What follows belongs to an exercise in optimizing a design on an open flow for small area and a short achievable clock period; a production flow would make more cautious choices.
Function was checked by simulation only, so behaviour that the tests miss may differ from the original.

## flow/design.v (module list and top-level ports; edited modules follow where they fit)
// module addmuladd_3_stage_signed_18_bit_xor_reduction: 1175 lines
module addmuladd_3_stage_signed_18_bit_xor_reduction(
	input signed [17:0] a,
	input signed [17:0] b,
	input signed [17:0] c,
	input signed [17:0] d,
	output [17:0] out,
	input clk);
  // ...
==> flow/flow/run.sh <==
#!/bin/bash
set -o pipefail
export SETUP_SLACK_MARGIN=6.5
bash standard.sh > standard_flow.log 2>&1
==> flow/standard.sh <==
#!/bin/bash
# synth_recipe.tcl (not shown) runs the flow's synth.tcl, then flattens the netlist and writes it again
# the make line also repeats each setting of config.mk as NAME=value (left out here)
make -C /OpenROAD-flow-scripts/flow DESIGN_CONFIG=/design/flow/config.mk WORK_HOME=/design/flow/orfs CLKGATE_MAP_FILE= SYNTH_SCRIPT=/design/flow/synth_recipe.tcl "${@:-finish}"
==> flow/config.mk <==
export PLATFORM = sky130hd
export DESIGN_NAME = addmuladd_3_stage_signed_18_bit_xor_reduction
export DESIGN_NICKNAME = addmuladd_3_stage_signed_18_bit_xor_reduction
export VERILOG_FILES = /design/flow/design.v
export SDC_FILE = /design/flow/constraint.sdc
export NUM_CORES = 4
export LEC_CHECK = 0
export ABC_AREA = 1
export CAP_MARGIN = 20
export CORE_MARGIN = 2
export CORE_UTILIZATION = 40
export SLEW_MARGIN = 20
==> flow/constraint.sdc <==
create_clock -name core_clock -period 10.0 [get_ports {clk}]
set_input_delay 2.0000 -clock core_clock [delete_from_list [all_inputs] [get_ports {clk}]]
set_output_delay 2.0000 -clock core_clock [all_outputs]
set_load 0.01 [all_outputs]
==> results.sh, run 1 <==
export IMPL_cts_tree="done"
export IMPL_gp_congestion=0.9031
export IMPL_relSlewSlack_pct=30.62
export IMPL_grt_pass1_vias=11370
export IMPL_reg2reg_to="q_r[78]"
export IMPL_syn_avg_cell_area_um2=8.184
export IMPL_yosys_warnings=1
export IMPL_regMostFlops="q_r"
export IMPL_die_w_um=191.9
export IMPL_yosys_top_cells_count="inv_1, nand2_1, xor2_1"
export IMPL_die_area_um2=36840
export IMPL_slew_violations=0
export IMPL_routed_via_density=4.989
export IMPL_cp_endpoint="s_r[14]"
export IMPL_nFlopsAndLatches=158
export IMPL_cts_buffer_depth=2
export IMPL_critPathMaxFanout=4
export IMPL_outcome="timing/DRC/antenna clean"
export IMPL_synth_top_family_by_area="adder cells"
export IMPL_grt_pass1_wl_mm=60.67
export IMPL_multi_input_area_share_pct=59.40
export IMPL_synthArstFlopShare_pct=0
export IMPL_max_stage_delay_ns=0.29
export IMPL_synth_adder_area_share_pct=27.26
export IMPL_grt_met1_usage_pct=28.32
export IMPL_ant_nets=0
==> run 2, diff against run 1 <==
==> flow/flow/run.sh (replaced) <==
#!/bin/bash
# The standard layout, with two changes:
#  - after the standard synthesis, inverters around full-adder cells are removed by
#    flipping the polarity of full adders (invopt.py; registers are not touched);
#  - timing repair aims at a larger setup margin than the design's clock needs.
set -euo pipefail
MARGIN=7.0
R=$PWD/orfs/results/sky130hd/addmuladd_3_stage_signed_18_bit_xor_reduction/base
bash standard.sh $R/1_2_yosys.v > synth.log 2>&1
cp $R/1_2_yosys.v $R/1_2_yosys_std.v
python3 flow/invopt.py $R/1_2_yosys_std.v $R/1_2_yosys.v > invopt.log 2>&1
bash standard.sh SETUP_SLACK_MARGIN=$MARGIN finish > layout.log 2>&1
==> flow/flow/invopt.py (new file) <==
#!/usr/bin/env python3
"""Remove inverters around full adders in a flat Yosys netlist.

A full adder is self-dual: FA(~a, ~b, ~c) = (~sum, ~cout). Flipping a full adder
(feeding it the complements of its inputs and taking the complements of its outputs)
leaves the function of the netlist unchanged. Greedily flip the sky130 fa cells
where this lowers the number of inverter cells. Registers are left untouched.
usage: invopt.py IN.v OUT.v
"""
import re, sys

src = open(sys.argv[1]).read()
m_first = re.search(r'^\s*sky130_fd_sc_hd__\w+\s', src, re.M)
m_end = src.rfind('endmodule')
head = src[:m_first.start()]
cell_txt = src[m_first.start():m_end]
assert 'assign' not in cell_txt, 'assign statements are not handled'

cell_re = re.compile(r'(sky130_fd_sc_hd__\w+)\s+(\\\S+\s|\S+)\s*\((.*?)\);', re.S)
pin_re = re.compile(r'\.(\w+)\(\s*(\\\S+\s|[^()\s]+)\s*\)')
OUTPINS = {'X', 'Y', 'Q', 'Q_N', 'SUM', 'COUT', 'HI', 'LO'}

cells = {}   # name -> [type, {pin: net}]
order = []
for m in cell_re.finditer(cell_txt):
    typ, name, body = m.group(1), m.group(2).strip(), m.group(3)
    pins = {p: n.strip() for p, n in pin_re.findall(body)}
    cells[name] = [typ, pins]
    order.append(name)

# ports and other fixed loads
ports_out = set()
for m in re.finditer(r'^\s*output\s+(\[(\d+):(\d+)\]\s*)?(\S+);', head, re.M):
    if m.group(1):
        hi, lo = int(m.group(2)), int(m.group(3))
        for i in range(min(hi, lo), max(hi, lo) + 1): ports_out.add(f"{m.group(4)}[{i}]")
    else:
        ports_out.add(m.group(4))

def is_inv(t): return re.match(r'sky130_fd_sc_hd__(clk)?inv_\d+$', t) is not None
def is_fa(t): return re.match(r'sky130_fd_sc_hd__fa_\d+$', t) is not None

driver = {}
loads = {}
def rebuild():
    driver.clear(); loads.clear()
    for name, (typ, pins) in cells.items():
        for p, n in pins.items():
            if p in OUTPINS: driver[n] = (name, p)
            else: loads.setdefault(n, []).append((name, p))
rebuild()

def nloads(n):
    return len(loads.get(n, [])) + (1 if n in ports_out else 0)

newid = [0]
new_wires = []
def fresh():
    newid[0] += 1
    n = f"_invopt_{newid[0]}_"
    new_wires.append(n)
    return n

def connect(cell, pin, net):
    old = cells[cell][1][pin]
    if old == net: return
    loads[old].remove((cell, pin))
    cells[cell][1][pin] = net
    loads.setdefault(net, []).append((cell, pin))

def inverted_of(net):
    """Net carrying ~net, and the number of inverters this adds (0 or 1)."""
    d = driver.get(net)
    if d and is_inv(cells[d[0]][0]):
        return cells[d[0]][1]['A'], 0
    for (c, p) in loads.get(net, []):
        if is_inv(cells[c][0]):
            return cells[c][1]['Y'], 0
    return None, 1

def add_inv(a, y):
    newid[0] += 1
    name = f"_invopt_cell_{newid[0]}_"
    cells[name] = ['sky130_fd_sc_hd__inv_1', {'A': a, 'Y': y}]
    order.append(name)
    driver[y] = (name, 'Y')
    loads.setdefault(a, []).append((name, 'A'))

def remove_dead_invs():
    removed = 0
    changed = True
    while changed:
        changed = False
        for name in list(cells):
            typ, pins = cells[name]
            if is_inv(typ) and nloads(pins['Y']) == 0:
                loads[pins['A']].remove((name, 'A'))
                del driver[pins['Y']]
                del cells[name]
                removed += 1
                changed = True
    return removed

def count_invs():
    return sum(1 for t, _ in cells.values() if is_inv(t))

def flip_cost(f):
    """Estimated change in inverter count if full adder f is flipped."""
    typ, pins = cells[f]
    delta = 0
    seen = {}
    for p in ('A', 'B', 'CIN'):
        n = pins[p]
        if n in seen: continue
        seen[n] = 1
        d = driver.get(n)
        if d and is_inv(cells[d[0]][0]):
            users = sum(1 for q in ('A', 'B', 'CIN') if pins[q] == n)
            if nloads(n) == users: delta -= 1
        else:
            _, c = inverted_of(n)
            delta += c
    for p in ('SUM', 'COUT'):
        n = pins[p]
        ls = loads.get(n, [])
        inv_loads = [c for c, q in ls if is_inv(cells[c][0]) and cells[c][1]['Y'] not in ports_out]
        others = len(ls) - len(inv_loads) + (1 if n in ports_out else 0)
        delta -= len(inv_loads)
        if others: delta += 1
    return delta

def flip(f):
    typ, pins = cells[f]
    for p in ('A', 'B', 'CIN'):
        n = pins[p]
        m, c = inverted_of(n)
        if m is None:
            m = fresh()
            add_inv(n, m)
        connect(f, p, m)
    for p in ('SUM', 'COUT'):
        n = pins[p]
        ls = list(loads.get(n, []))
        inv_loads = [c for c, q in ls if is_inv(cells[c][0]) and cells[c][1]['Y'] not in ports_out]
        others = [(c, q) for c, q in ls if c not in inv_loads]
        newn = fresh()
        del driver[n]
        pins[p] = newn
        driver[newn] = (f, p)
        # inverters on the old output now just pass the new output through
        for ic in inv_loads:
            y = cells[ic][1]['Y']
            for (c, q) in list(loads.get(y, [])):
                connect(c, q, newn)
            if y in ports_out:
                # keep the inverter's output net (port); drive it from newn via a buffer-free path:
                # leave the inverter, it now must invert the new net twice -> keep original structure
                pass
        if others or n in ports_out:
            add_inv(newn, n)
        else:
            loads.pop(n, None)
        for ic in inv_loads:
            y = cells[ic][1]['Y']
            if y in ports_out:
                continue
            # the inverter reads the old net n; drop it
            if ic in cells:
                a = cells[ic][1]['A']
                if (ic, 'A') in loads.get(a, []): loads[a].remove((ic, 'A'))
                del driver[y]
                del cells[ic]
    remove_dead_invs()

before = count_invs()
remove_dead_invs()
fas = [n for n in order if n in cells and is_fa(cells[n][0])]
for it in range(10):
    improved = 0
    for f in fas:
        if flip_cost(f) < 0:
            b = count_invs()
            flip(f)
            a = count_invs()
            improved += b - a
    if improved <= 0: break
after = count_invs()
sys.stderr.write(f"invopt: inverters {before} -> {after}\n")

def fmt(n): return n + ' ' if n.startswith('\\') else n
out = [head.rstrip('\n') + '\n']
for w in new_wires:
    out.append(f"  wire {w};\n")
for name in order:
    if name not in cells: continue
    typ, pins = cells[name]
    pl = ",\n".join(f"    .{p}({fmt(n)})" for p, n in pins.items())
    out.append(f"  {typ} {fmt(name)} (\n{pl}\n  );\n")
out.append("endmodule\n")
open(sys.argv[2], 'w').write(''.join(out))
==> results.sh, run 2 <==
export IMPL_critPathMaxFanout=2
export IMPL_die_area_um2=36000
export IMPL_cts_buffer_depth=2
export IMPL_outcome="timing/DRC/antenna clean"
export IMPL_fp_row_count=68
export IMPL_critPathCaptureType="flop"
export IMPL_track_usage_pct=22.11
export IMPL_regArea_um2=3199
export IMPL_hold_path_class="flop to flop"
export IMPL_skew_ns=0.01026
export IMPL_reg_top3="q_r (90), s_r (19), c_r (18)"
export IMPL_cts_tree="done"
export IMPL_syn_avg_cell_area_um2=8.419
export IMPL_cts_buffers=17
export IMPL_clk_insertion_delay_late_ns=0.44
export IMPL_crit_slowest_cell="fa_2"
export IMPL_setup_violations_final=0
export IMPL_final_nets=2092
export IMPL_rr_startpoint="q_r[56]"
export IMPL_die_w_um=189.7
export IMPL_grt_pass1_wl_mm=62.04
export IMPL_cp_arrival_ns=3.67
export IMPL_top_level_ports=91
export IMPL_yosys_warnings=1
export IMPL_antenna_found_initial=0
export IMPL_cts_sinks=158
export IMPL_slew_violations=0
export IMPL_max_stage_delay_ns=0.33
export IMPL_synth_cells=1639
export IMPL_whs_endpoint="q_r[1]"
export IMPL_rsz0062_at_grt="yes"
export IMPL_vias=11560
export IMPL_clk_pin_slew_worst_paths_ns=0.07
export IMPL_die_y_um=189.7
export IMPL_dp_cells=2115
export IMPL_cp_top_family="buffers and inverters"
export IMPL_grt_ovfl_total=0
export IMPL_regMostFlops="q_r"
export IMPL_r2r_slack_ns=6.89
export IMPL_path_class="primary input to flop"
export IMPL_setup_tns_ns=0
export IMPL_multiInputGateArea_um2=10080
export IMPL_first_pass_iters=5
export IMPL_final_cell_mix="nand2_1, xor2_1, inv_1, o22ai_1, dfxtp_1"
export IMPL_ant_nets=0
export IMPL_routedWlPerCell_um=17.62
export IMPL_cts_root_buf="clkbuf_16"
export IMPL_io_buffers=73
export IMPL_crit_top_cell="buf_6"
export IMPL_finalCritPeriodShare_pct=33.32
export IMPL_reg2reg_to="par_r[3]"
export IMPL_gp_congestion=0.9034
export IMPL_final_min_clock_period_ns=3.332
export IMPL_num_fill_cells=3178
export IMPL_wirelength_mm=39.84
export IMPL_holdPathStages=1
export IMPL_drt_initial_drc_count=816
export IMPL_cp_required_ns=10.33
export IMPL_place_detailed_hpwl_mm=28.64
export IMPL_critPathLaunchType="primary input"
export IMPL_start_util_pct=40.25
export IMPL_routed_via_density=5.115
export IMPL_hold_viol=0
export IMPL_grt_max_degree=19
export IMPL_crit_path_cell_trace="buf_6, ha_4, fa_2, inv_2, nor4_4, nor2_2, o21ai_2, a21oi_2, o21bai_1, buf_4, buf_6, buf_6, xor2_1"
export IMPL_grt_pass1_vias=11600
export IMPL_r2r_cells=21
export IMPL_h_tree_depth=4
export IMPL_max_freq_mhz=300.1
export IMPL_antenna_cells=0
export IMPL_final_cell_count_no_fill=2261
export IMPL_drc_errors=0
export IMPL_critPathBufInv=5
export IMPL_syn_area_um2=13800
export IMPL_min_from="c_r[0]"
export IMPL_final_layout_size_suffix_gt1_share_pct=20.21
export IMPL_final_common_cell="nand2_1"
export IMPL_drv_cap=0
export IMPL_synthToLayoutAreaGrowth_pct=25.16
export IMPL_largest_reg_flops=90
export IMPL_core_area_um2=34290
run 2: worst reg2reg max path, stage by stage, from the launching register on:
cell,delay [ns]
dfxtp_1,0.32
fa_1,0.52
fa_2,0.57
ha_4,0.23
nand2_2,0.09
nand2_4,0.08
a21oi_4,0.16
nor2_1,0.05
nor2_1,0.17
nand2_1,0.08
nor2_1,0.08
nand2_1,0.10
nand2_1,0.07
nand2_1,0.06
nand2_1,0.06
nand2_1,0.05
nand2_1,0.08
inv_1,0.04
nand2_1,0.06
nand2_1,0.05
nand2_1,0.05
nand2_1,0.04
run 2: worst max-delay path by stage:
stage               startpoint  endpoint  slack [ns]  cells past startpoint
finish                    a[0]   s_r[10]        6.67                     13
global route              d[5]   s_r[14]        6.57                     13
CTS                   par_r[0]    out[0]        6.74                      3
detailed placement        a[0]   s_r[14]        5.75                     14
global placement          a[0]   s_r[14]        5.71                     14
floorplan                 a[4]   s_r[14]        6.42                     12
run 2: metrics by stage:
| stage | hold slack, ns | util, % | setup WS (ns) | instance area (um^2) |
|---|---|---|---|---|
| 4_1_cts | 0.4672 | 47.83 | 6.737 | 16400 |
| 3_5_place_dp | 0.4485 | 43.83 | 5.750 | 15030 |
| 6_report | 0.4572 | 50.37 | 6.668 | 17270 |
| 5_1_grt | 0.4717 | 50.37 | 6.569 | 17270 |
| 3_3_place_gp | 0.4494 | 43.83 | 5.711 | 15030 |
| 2_1_floorplan | 0.4200 | - | 6.416 | 14050 |
run 2: layer usage:
metal	GRT usage (%)	share of wire, %	up-vias
met3	3.911	7.3	76
met2	36.28	46	490
met5	0	0	-
met4	7.662	3.0	0
met1	29.43	43	5476
li1	-	-	5522
run 2: cell type report:
type,count,share of cell area [%]
multi-input combinational,1170,58.34
sequential,158,18.52
timing repair buffer,191,9.722
inverter,256,6.585
tap,455,3.296
clock buffer,17,2.463
clock inverter,14,1.072
run 2: what timing repair did:
action / 4_1_cts / 5_1_grt
hold endpoints to repair: 0 / 0
hold buffers: 0 / 0
setup buffers: 38 / 77
pin swaps: 70 / 32
resized for setup: 250 / 66
endpoints found under the setup margin: 58 / 27
==> run 3, diff against run 2 <==
--- a/flow/flow/run.sh
+++ b/flow/flow/run.sh
@@ -4,7 +4,7 @@
 #    flipping the polarity of full adders (invopt.py; registers are not touched);
 #  - timing repair aims at a larger setup margin than the design's clock needs.
 set -euo pipefail
-MARGIN=7.0
+MARGIN=6.5
 R=$PWD/orfs/results/sky130hd/addmuladd_3_stage_signed_18_bit_xor_reduction/base
 bash standard.sh $R/1_2_yosys.v > synth.log 2>&1
 cp $R/1_2_yosys.v $R/1_2_yosys_std.v
==> results.sh, run 3 <==
export IMPL_outcome="timing/DRC/antenna clean"
export IMPL_reg_top3="q_r (90), s_r (19), c_r (18)"
export IMPL_grt_ovfl_total=0
export IMPL_grt_pass1_wl_mm=58.93
export IMPL_yosys_warnings=1
export IMPL_routedWlPerCell_um=17.28
export IMPL_rr_startpoint="s_r[5]"
export IMPL_num_fill_cells=3366
export IMPL_setup_tns_ns=0
export IMPL_cp_required_ns=10.32
export IMPL_final_min_clock_period_ns=3.395
export IMPL_r2r_slack_ns=6.61
export IMPL_synth_cells=1639
export IMPL_regArea_um2=3168
export IMPL_top_level_ports=91
export IMPL_holdPathStages=1
export IMPL_reg2reg_to="q_r[21]"
export IMPL_regMostFlops="q_r"
export IMPL_clk_insertion_delay_late_ns=0.44
export IMPL_relSlewSlack_pct=37.92
export IMPL_grt_max_degree=19
export IMPL_first_pass_iters=6
export IMPL_syn_area_um2=13800
export IMPL_cp_arrival_ns=3.72
export IMPL_drv_cap=0
export IMPL_finalCritPeriodShare_pct=33.95
export IMPL_cts_sinks=158
export IMPL_antenna_found_initial=0
export IMPL_final_layout_size_suffix_gt1_share_pct=9.538
export IMPL_io_buffers=73
export IMPL_die_w_um=189.7
export IMPL_worstMarginPinSlew_ns=0.9300
export IMPL_die_area_um2=36000
export IMPL_rsz0062_at_grt="no"
export IMPL_final_common_cell="nand2_1"
export IMPL_cts_buffer_depth=2
export IMPL_path_class="flop to flop"
export IMPL_synthToLayoutAreaGrowth_pct=15.25
export IMPL_start_util_pct=40.25
export IMPL_die_y_um=189.7
export IMPL_largest_reg_flops=90
export IMPL_track_usage_pct=21.01
export IMPL_critPathLaunchType="flop"
export IMPL_whs_endpoint="q_r[1]"
export IMPL_skew_ns=0.01712
export IMPL_hold_ws_ns=0.4672
export IMPL_hold_path_class="flop to flop"
export IMPL_critPathMaxFanout=18
export IMPL_clk_pin_slew_worst_paths_ns=0.07
export IMPL_ant_nets=0
export IMPL_syn_avg_cell_area_um2=8.419
export IMPL_gp_congestion=0.8944
export IMPL_final_nets=1994
export IMPL_fp_row_count=68
export IMPL_max_freq_mhz=294.6
export IMPL_setup_violations_final=0
export IMPL_placed_area_um2=14900
export IMPL_core_area_um2=34290
export IMPL_cts_tree="done"
export IMPL_design_area_um2=15900
export IMPL_cts_root_buf="clkbuf_16"
export IMPL_slew_violations=0
export IMPL_min_from="c_r[0]"
export IMPL_h_tree_depth=4
export IMPL_antenna_cells=0
export IMPL_critPathCaptureType="flop"
export IMPL_multiInputGateArea_um2=9589
export IMPL_vias=10960
export IMPL_routed_via_density=5.066
export IMPL_cts_buffers=17
export IMPL_final_cell_mix="nand2_1, xor2_1, inv_1, o22ai_1, dfxtp_1"
export IMPL_grt_pass1_vias=10890
export IMPL_r2r_cells=8
export IMPL_hold_viol=0
export IMPL_drc_errors=0
export IMPL_drt_initial_drc_count=1031
export IMPL_wirelength_mm=37.40
export IMPL_place_detailed_hpwl_mm=28.24
[run 3: worst max-delay path by stage]
stage            from  slack [ns]      end
6_report       s_r[5]        6.61  q_r[21]
5_1_grt          a[5]        6.47  s_r[14]
4_1_cts          d[1]        6.40  s_r[14]
3_5_place_dp     a[0]        5.72  s_r[14]
3_3_place_gp     a[0]        5.70  s_r[14]
2_1_floorplan    d[4]        6.41  s_r[14]
[run 3: worst max-delay path, stage by stage, from the launching register on]
cell	delay, ns
dfxtp_1	0.31
clkinv_1	0.54
o22ai_1	0.35
xor2_1	0.13
fa_1	0.52
inv_1	0.06
fa_1	0.51
fa_1	0.53
ha_1	0.32
[run 3: stage by stage]
| stage | setup WS, ns | cells | util, % |
|---|---|---|---|
| finish | 6.605 | 2164 | 46.38 |
| global route | 6.467 | 2164 | 46.38 |
| CTS | 6.403 | 2155 | 45.52 |
| detailed placement | 5.720 | 2113 | 43.45 |
| global placement | 5.700 | 2113 | 43.45 |
| floorplan | 6.411 | 1655 | - |
[run 3: final cells by class]
type / instances / share of cell area, %
flip-flops and latches: 158 / 19.92
clock inverters: 14 / 1.125
clock buffers: 18 / 2.698
inverters: 256 / 6.703
multi-input cells: 1170 / 60.29
well taps: 455 / 3.580
repair buffers: 93 / 5.680
[run 3: routing by layer]
layer / GRT usage, % / vias to the layer above / routed length [um] / share of wire [%]
met3: 3.486 / 82 / 2686 / 7.2
met2: 32.81 / 454 / 16430 / 44
met4: 7.513 / 0 / 1218 / 3.3
met1: 29.40 / 5110 / 17070 / 46
met5: 0 / - / 0 / 0
li1: - / 5317 / - / -
[run 3: repair_timing]
| action | in CTS | in global routing |
|---|---|---|
| resized for setup | 15 | 76 |
| hold buffers | 0 | 0 |
| endpoints found under the setup margin | 13 | 22 |
| endpoints found under the hold margin | 0 | 0 |
| pin swaps | 9 | 15 |
| buffers inserted | 10 | 9 |
==> run 4, diff against run 3 <==
==> flow/flow/run.sh (replaced) <==
#!/bin/bash
# The standard layout (standard.sh), with these changes:
#  - after the standard synthesis, inverters around full-adder cells are removed by
#    flipping the polarity of full adders (invopt.py); registers are not touched;
#  - ports are buffered with buf_1 cells (the resizer upsizes them where timing needs it);
#  - timing repair aims at a larger setup margin than the design's clock needs, so
#    the layout is optimised for the period it achieves.
set -euo pipefail
MARGIN=6.5
R=$PWD/orfs/results/sky130hd/addmuladd_3_stage_signed_18_bit_xor_reduction/base
bash standard.sh $R/1_2_yosys.v > synth.log 2>&1
cp $R/1_2_yosys.v $R/1_2_yosys_std.v
python3 flow/invopt.py $R/1_2_yosys_std.v $R/1_2_yosys.v > invopt.log 2>&1
bash standard.sh SETUP_SLACK_MARGIN=$MARGIN "BUFFER_PORTS_ARGS=-buffer_cell sky130_fd_sc_hd__buf_1" finish > layout.log 2>&1
--- a/flow/flow/invopt.py
+++ b/flow/flow/invopt.py
@@ -172,6 +172,55 @@
                 del cells[ic]
     remove_dead_invs()
 
+XOR_TOGGLE = {}
+for k in ('xor2', 'xor3'):
+    for sz in ('1', '2', '4'):
+        XOR_TOGGLE[f'sky130_fd_sc_hd__{k}_{sz}'] = f'sky130_fd_sc_hd__x{"n" + k[1:]}_{sz}'
+        XOR_TOGGLE[f'sky130_fd_sc_hd__x{"n" + k[1:]}_{sz}'] = f'sky130_fd_sc_hd__{k}_{sz}'
+
+def outpin(t):
+    return 'Y' if re.match(r'sky130_fd_sc_hd__xnor2_', t) else 'X'
+
+def toggle(x):
+    typ, pins = cells[x]
+    o = outpin(typ)
+    net = pins.pop(o)
+    cells[x][0] = XOR_TOGGLE[typ]
+    o2 = outpin(cells[x][0])
+    pins[o2] = net
+    driver[net] = (x, o2)
+
+def absorb_xor():
+    """Fold inverters into xor/xnor gates that drive them or that they drive."""
+    n = 0
+    for name in list(cells):
+        if name not in cells: continue
+        typ, pins = cells[name]
+        if not is_inv(typ): continue
+        a, y = pins['A'], pins['Y']
+        if y in ports_out: continue
+        d = driver.get(a)
+        # xor gate driving only this inverter: toggle it and drop the inverter
+        if d and cells[d[0]][0] in XOR_TOGGLE and nloads(a) == 1:
+            x = d[0]
+            loads[a].remove((name, 'A'))
+            del driver[y]
+            del cells[name]
+            cells[x][1][d[1]] = y
+            del driver[a]
+            driver[y] = (x, d[1])
+            toggle(x)
+            n += 1
+            continue
+        # xor gates read the inverter's output: read its input and toggle
+        for (c, p) in list(loads.get(y, [])):
+            if cells[c][0] in XOR_TOGGLE:
+                toggle(c)
+                connect(c, p, a)
+                n += 1
+    remove_dead_invs()
+    return n
+
 before = count_invs()
 remove_dead_invs()
 fas = [n for n in order if n in cells and is_fa(cells[n][0])]
@@ -183,6 +232,9 @@
             flip(f)
             a = count_invs()
             improved += b - a
+    b = count_invs()
+    absorb_xor()
+    improved += b - count_invs()
     if improved <= 0: break
 after = count_invs()
 sys.stderr.write(f"invopt: inverters {before} -> {after}\n")
--- a/flow/config.mk
+++ b/flow/config.mk
@@ -9,4 +9,5 @@
 export CAP_MARGIN = 20
 export CORE_MARGIN = 2
 export CORE_UTILIZATION = 40
+export CTS_BUF_LIST = sky130_fd_sc_hd__clkbuf_4 sky130_fd_sc_hd__clkbuf_8
 export SLEW_MARGIN = 20
==> results.sh, run 4 <==
export IMPL_critPathMaxFanout=18
export IMPL_regMostFlops="q_r"
export IMPL_cp_required_ns=10.34
export IMPL_finalCritPeriodShare_pct=34.18
export IMPL_max_freq_mhz=292.6
export IMPL_rsz0062_at_grt="yes"
export IMPL_final_min_clock_period_ns=3.418
export IMPL_synth_cells=1619
export IMPL_drv_cap=0
export IMPL_crit_start="one_r[6]"
export IMPL_cp_endpoint="q_r[78]"
export IMPL_die_y_um=189.2
export IMPL_max_stage_delay_ns=0.55
export IMPL_cp_top_family="adder cells"
export IMPL_path_class="flop to flop"
export IMPL_critPathCaptureType="flop"
export IMPL_holdPathStages=1
export IMPL_r2r_cells=8
export IMPL_cts_tree="done"
export IMPL_cts_sinks=158
export IMPL_hold_viol=0
export IMPL_setup_violations_final=0
export IMPL_antenna_found_initial=0
export IMPL_die_area_um2=35810
export IMPL_cp_arrival_ns=3.76
export IMPL_ant_nets=0
export IMPL_gp_congestion=0.8847
export IMPL_grt_max_degree=22
export IMPL_die_w_um=189.2
export IMPL_final_nets=1960
export IMPL_core_area_um2=33700
export IMPL_reg2reg_to="q_r[78]"
export IMPL_worstMarginPinSlew_ns=0.7007
export IMPL_crit_slowest_cell="clkinv_1"
export IMPL_first_pass_iters=7
export IMPL_antenna_cells=0
export IMPL_io_buffers=73
export IMPL_path_depth=8
export IMPL_drt_initial_drc_count=915
export IMPL_fp_row_count=67
export IMPL_hold_path_class="flop to flop"
export IMPL_wirelength_mm=36.32
export IMPL_skew_ns=0.01759
export IMPL_cts_root_buf="clkbuf_8"
export IMPL_crit_path_cell_trace="clkinv_1, o22ai_1, xor2_1, ha_1, inv_1, fa_1, fa_1, fa_1"
export IMPL_outcome="timing/DRC/antenna clean"
export IMPL_grt_pass1_vias=11070
export IMPL_grt_pass1_wl_mm=58.93
export IMPL_critPathLaunchType="flop"
export IMPL_start_util_pct=40.73
export IMPL_grt_ovfl_total=0
export IMPL_largest_reg_flops=90
export IMPL_cts_buffers=17
export IMPL_r2r_slack_ns=6.58
export IMPL_crit_top_cell="fa_1"
export IMPL_clk_insertion_delay_late_ns=0.48
export IMPL_final_layout_size_suffix_gt1_share_pct=7.228
export IMPL_cts_buffer_depth=2
export IMPL_critPathBufInv=2
export IMPL_h_tree_depth=4
export IMPL_place_detailed_hpwl_mm=28.03
export IMPL_final_cell_mix="nand2_1, inv_1, o22ai_1, xor2_1, dfxtp_1"
export IMPL_top_level_ports=91
export IMPL_drc_errors=0
export IMPL_final_common_cell="nand2_1"
export IMPL_reg_top3="q_r (90), s_r (19), c_r (18)"
export IMPL_routed_via_density=5.086
export IMPL_vias=10790
export IMPL_yosys_warnings=1
export IMPL_synthToLayoutAreaGrowth_pct=8.606
export IMPL_fin_util_pct=44.23
export IMPL_slew_violations=0
export IMPL_syn_area_um2=13720
export IMPL_track_usage_pct=20.94
export IMPL_syn_avg_cell_area_um2=8.477
export IMPL_clk_pin_slew_worst_paths_ns=0.10
export IMPL_rr_startpoint="one_r[6]"
export IMPL_routedWlPerCell_um=17.12
export IMPL_relSlewSlack_pct=53.00
export IMPL_setup_tns_ns=0
==> run 4: how the worst min path moves through the flow <==
stage                     startpoint  slack [ns]      to
after floorplan               c_r[0]        0.42  q_r[1]
after global placement        c_r[0]        0.45  q_r[1]
after detailed placement      c_r[0]        0.46  q_r[1]
after CTS                     c_r[0]        0.49  q_r[1]
after global routing          c_r[0]        0.52  q_r[1]
final                         c_r[0]        0.48  q_r[1]
==> run 4: per-layer routing <==
layer / GRT usage, % / wire length, um / up-vias
li1: - / - / 5263
met1: 28.83 / 16640 / 5046
met2: 33.00 / 16140 / 425
met3: 3.985 / 2608 / 59
met4: 7.185 / 932 / 0
met5: 0 / 0 / -
==> run 4: metrics by stage <==
step	cell area (um^2)	worst slack, ns	cells	hold WS [ns]
2_1_floorplan	13850	6.395	1635	0.4200
3_3_place_gp	14390	6.058	2091	0.4518
3_5_place_dp	14390	6.084	2091	0.4555
4_1_cts	14790	6.513	2122	0.4867
5_1_grt	14910	6.441	2122	0.5161
6_report	14910	6.582	2122	0.4760
==> run 4: layout make-up <==
type                            instances  area, um^2
Clock buffer                           20       275.3
Clock inverter                         11       121.4
Fill cell                            3429       18790
Inverter                              236       937.1
Multi-Input combinational cell       1170        9524
Sequential cell                       158        3168
Tap cell                              448       560.5
Timing Repair Buffer                   79       319.1
==> run 4: repair_timing <==
action	in CTS	in global routing
hold endpoints to repair	0	0
setup buffers	0	0
hold buffers	0	0
setup endpoints to repair	3	13
resized for setup	3	31
gates cloned	0	0
==> run 5, diff against run 4 <==
--- a/flow/config.mk
+++ b/flow/config.mk
@@ -9,5 +9,4 @@
 export CAP_MARGIN = 20
 export CORE_MARGIN = 2
 export CORE_UTILIZATION = 40
-export CTS_BUF_LIST = sky130_fd_sc_hd__clkbuf_4 sky130_fd_sc_hd__clkbuf_8
 export SLEW_MARGIN = 20
==> results.sh, run 5 <==
export IMPL_crit_path_cell_trace="clkinv_1, o22ai_1, xor2_1, fa_1, fa_1, fa_1, ha_1"
export IMPL_top_level_ports=91
export IMPL_final_setup_worst_slack_ns=6.557
export IMPL_synth_cells=1619
export IMPL_drc_errors=0
export IMPL_ant_nets=0
export IMPL_max_freq_mhz=290.5
export IMPL_gp_congestion=0.8847
export IMPL_antenna_found_initial=0
export IMPL_slew_violations=0
export IMPL_design_area_um2=15100
export IMPL_drt_initial_drc_count=866
export IMPL_grt_pass1_wl_mm=59.53
export IMPL_final_cell_mix="nand2_1, inv_1, o22ai_1, xor2_1, dfxtp_1"
export IMPL_outcome="timing/DRC/antenna clean"
export IMPL_grt_pass1_vias=11150
export IMPL_yosys_warnings=1
export IMPL_skew_ns=0.01856
export IMPL_hold_path_class="flop to flop"
export IMPL_syn_avg_cell_area_um2=8.477
export IMPL_reg_top3="q_r (90), s_r (19), c_r (18)"
export IMPL_critPathMaxFanout=18
export IMPL_track_usage_pct=21.13
export IMPL_die_area_um2=35810
export IMPL_antenna_cells=0
export IMPL_final_layout_size_suffix_gt1_share_pct=7.228
export IMPL_hold_viol=0
export IMPL_routedWlPerCell_um=17.23
export IMPL_relSlewSlack_pct=50.82
export IMPL_cts_sinks=158
export IMPL_placed_area_um2=14390
export IMPL_h_tree_depth=4
export IMPL_setup_violations_final=0
export IMPL_final_min_clock_period_ns=3.443
export IMPL_final_common_cell="nand2_1"
export IMPL_cts_buffers=17
export IMPL_critPathBufInv=1
export IMPL_cts_root_buf="clkbuf_16"
export IMPL_largest_reg_flops=90
export IMPL_core_area_um2=33700
export IMPL_rsz0062_at_grt="yes"
export IMPL_crit_slowest_cell="clkinv_1"
export IMPL_fp_row_count=67
export IMPL_clk_pin_slew_worst_paths_ns=0.07
export IMPL_cp_arrival_ns=3.75
export IMPL_crit_top_cell="fa_1"
export IMPL_vias=10820
export IMPL_clk_insertion_delay_late_ns=0.44
export IMPL_place_ws_ns=6.084
export IMPL_cp_required_ns=10.31
export IMPL_cp_top_family="adder cells"
export IMPL_grt_ovfl_total=0
export IMPL_hold_ws_ns=0.4686
export IMPL_path_class="flop to flop"
export IMPL_synthToLayoutAreaGrowth_pct=10.02
export IMPL_critPathCaptureType="flop"
export IMPL_num_fill_cells=3399
export IMPL_start_util_pct=40.73
export IMPL_cts_buffer_depth=2
export IMPL_first_pass_iters=6
export IMPL_setup_tns_ns=0
export IMPL_drv_cap=0
export IMPL_die_y_um=189.2
export IMPL_final_nets=1960
export IMPL_regMostFlops="q_r"
export IMPL_cts_tree="done"
export IMPL_place_detailed_hpwl_mm=28.03
export IMPL_routed_via_density=5.101
export IMPL_finalCritPeriodShare_pct=34.43
export IMPL_syn_area_um2=13720
export IMPL_grt_max_degree=22
export IMPL_critPathLaunchType="flop"
export IMPL_die_w_um=189.2
export IMPL_worstMarginPinSlew_ns=0.7367
export IMPL_wirelength_mm=36.57
export IMPL_ctsHoldBuffers=0
export IMPL_io_buffers=73
export IMPL_max_stage_delay_ns=0.56
-- run 5: path summary, 6_finish.rpt --
check,start,end,slack (ns),cells after the start
setup / recovery,two_r[5],q_r[71],6.56,7
hold / removal,c_r[0],q_r[1],0.47,1
setup reg to reg,two_r[5],q_r[71],6.56,7
hold reg to reg,c_r[0],q_r[1],0.47,1
-- run 5: final cells by class --
class / instances / area (um^2) / share of cell area [%]
inverters: 236 / 939.7 / 6.223
repair buffers: 79 / 319.1 / 2.113
clock buffers: 20 / 466.7 / 3.091
flip-flops and latches: 158 / 3168 / 20.98
well taps: 448 / 560.5 / 3.712
multi-input cells: 1170 / 9524 / 63.08
clock inverters: 11 / 121.4 / 0.8038
-- run 5: worst reg2reg max path: cells and delay by family, from the launching register on --
kind / cells / cell delay [ns]
flops: 1 / 0.33
compound gates: 1 / 0.41
buf+inv: 1 / 0.56
fa+ha+maj: 4 / 1.78
xor+xnor: 1 / 0.24
-- run 5: metrics by stage --
step | instances | util, %
finish | 2122 | 44.81
floorplan | 1635 | -
CTS | 2122 | 44.46
global route | 2122 | 44.81
global placement | 2091 | 42.71
detailed placement | 2091 | 42.71
-- run 5: layer usage --
metal  global-route usage, %  part of all wire (%)  vias up
li1                        -                     -     5257
met1                   29.29                    46     5097
met2                   33.52                    45      410
met3                   3.355                   6.6       60
met4                   7.364                   2.7        0
met5                       0                     0        -
-- run 5: what timing repair did --
action / in CTS / in global routing
resized for setup: 2 / 32
buffers inserted: 0 / 0
pin swaps: 0 / 2
setup endpoints to repair: 2 / 15
endpoints found under the hold margin: 0 / 0

port drivers added, routing unchanged:
The flow's constraints put no driver on any port. The routed layouts listed below were extracted and timed again, unchanged, in two steps.
Step 1 sets driving cells, clkbuf_16 on the clock port and buf_2 on the other inputs (assumed; they add their load-dependent delay and slew).
Step 2 times the ports against the registers' clock, not the clock port: input delays grow and output delays shrink by t, the midpoint of the rising clock arrivals with the driver on.
a / b / c = ideal ports / drivers / drivers and shift; a / b = the first two.
run	t, ns	setup WS [ns]	worst setup path after step 2	worst slew at a driven data input, ns	pins driven straight from the clock port
run 1	0.485	6.534 / 6.563 / 6.078	input to register	0.04	1
run 2	0.483	6.668 / 6.683 / 6.200	input to register	0.05	1
run 3	0.483	6.605 / 6.586 / 6.163	input to register	0.06	1
run 4	0.512	6.582 / 6.582 / 6.108	input to register	0.06	1
run 5	0.476	6.557 / 6.557 / 6.128	input to register	0.06	1
After both steps every run listed still meets setup and hold. For run 4, which loses most, drivers alone change the setup slack by 0.000 ns; drivers and shift together by -0.474 ns.
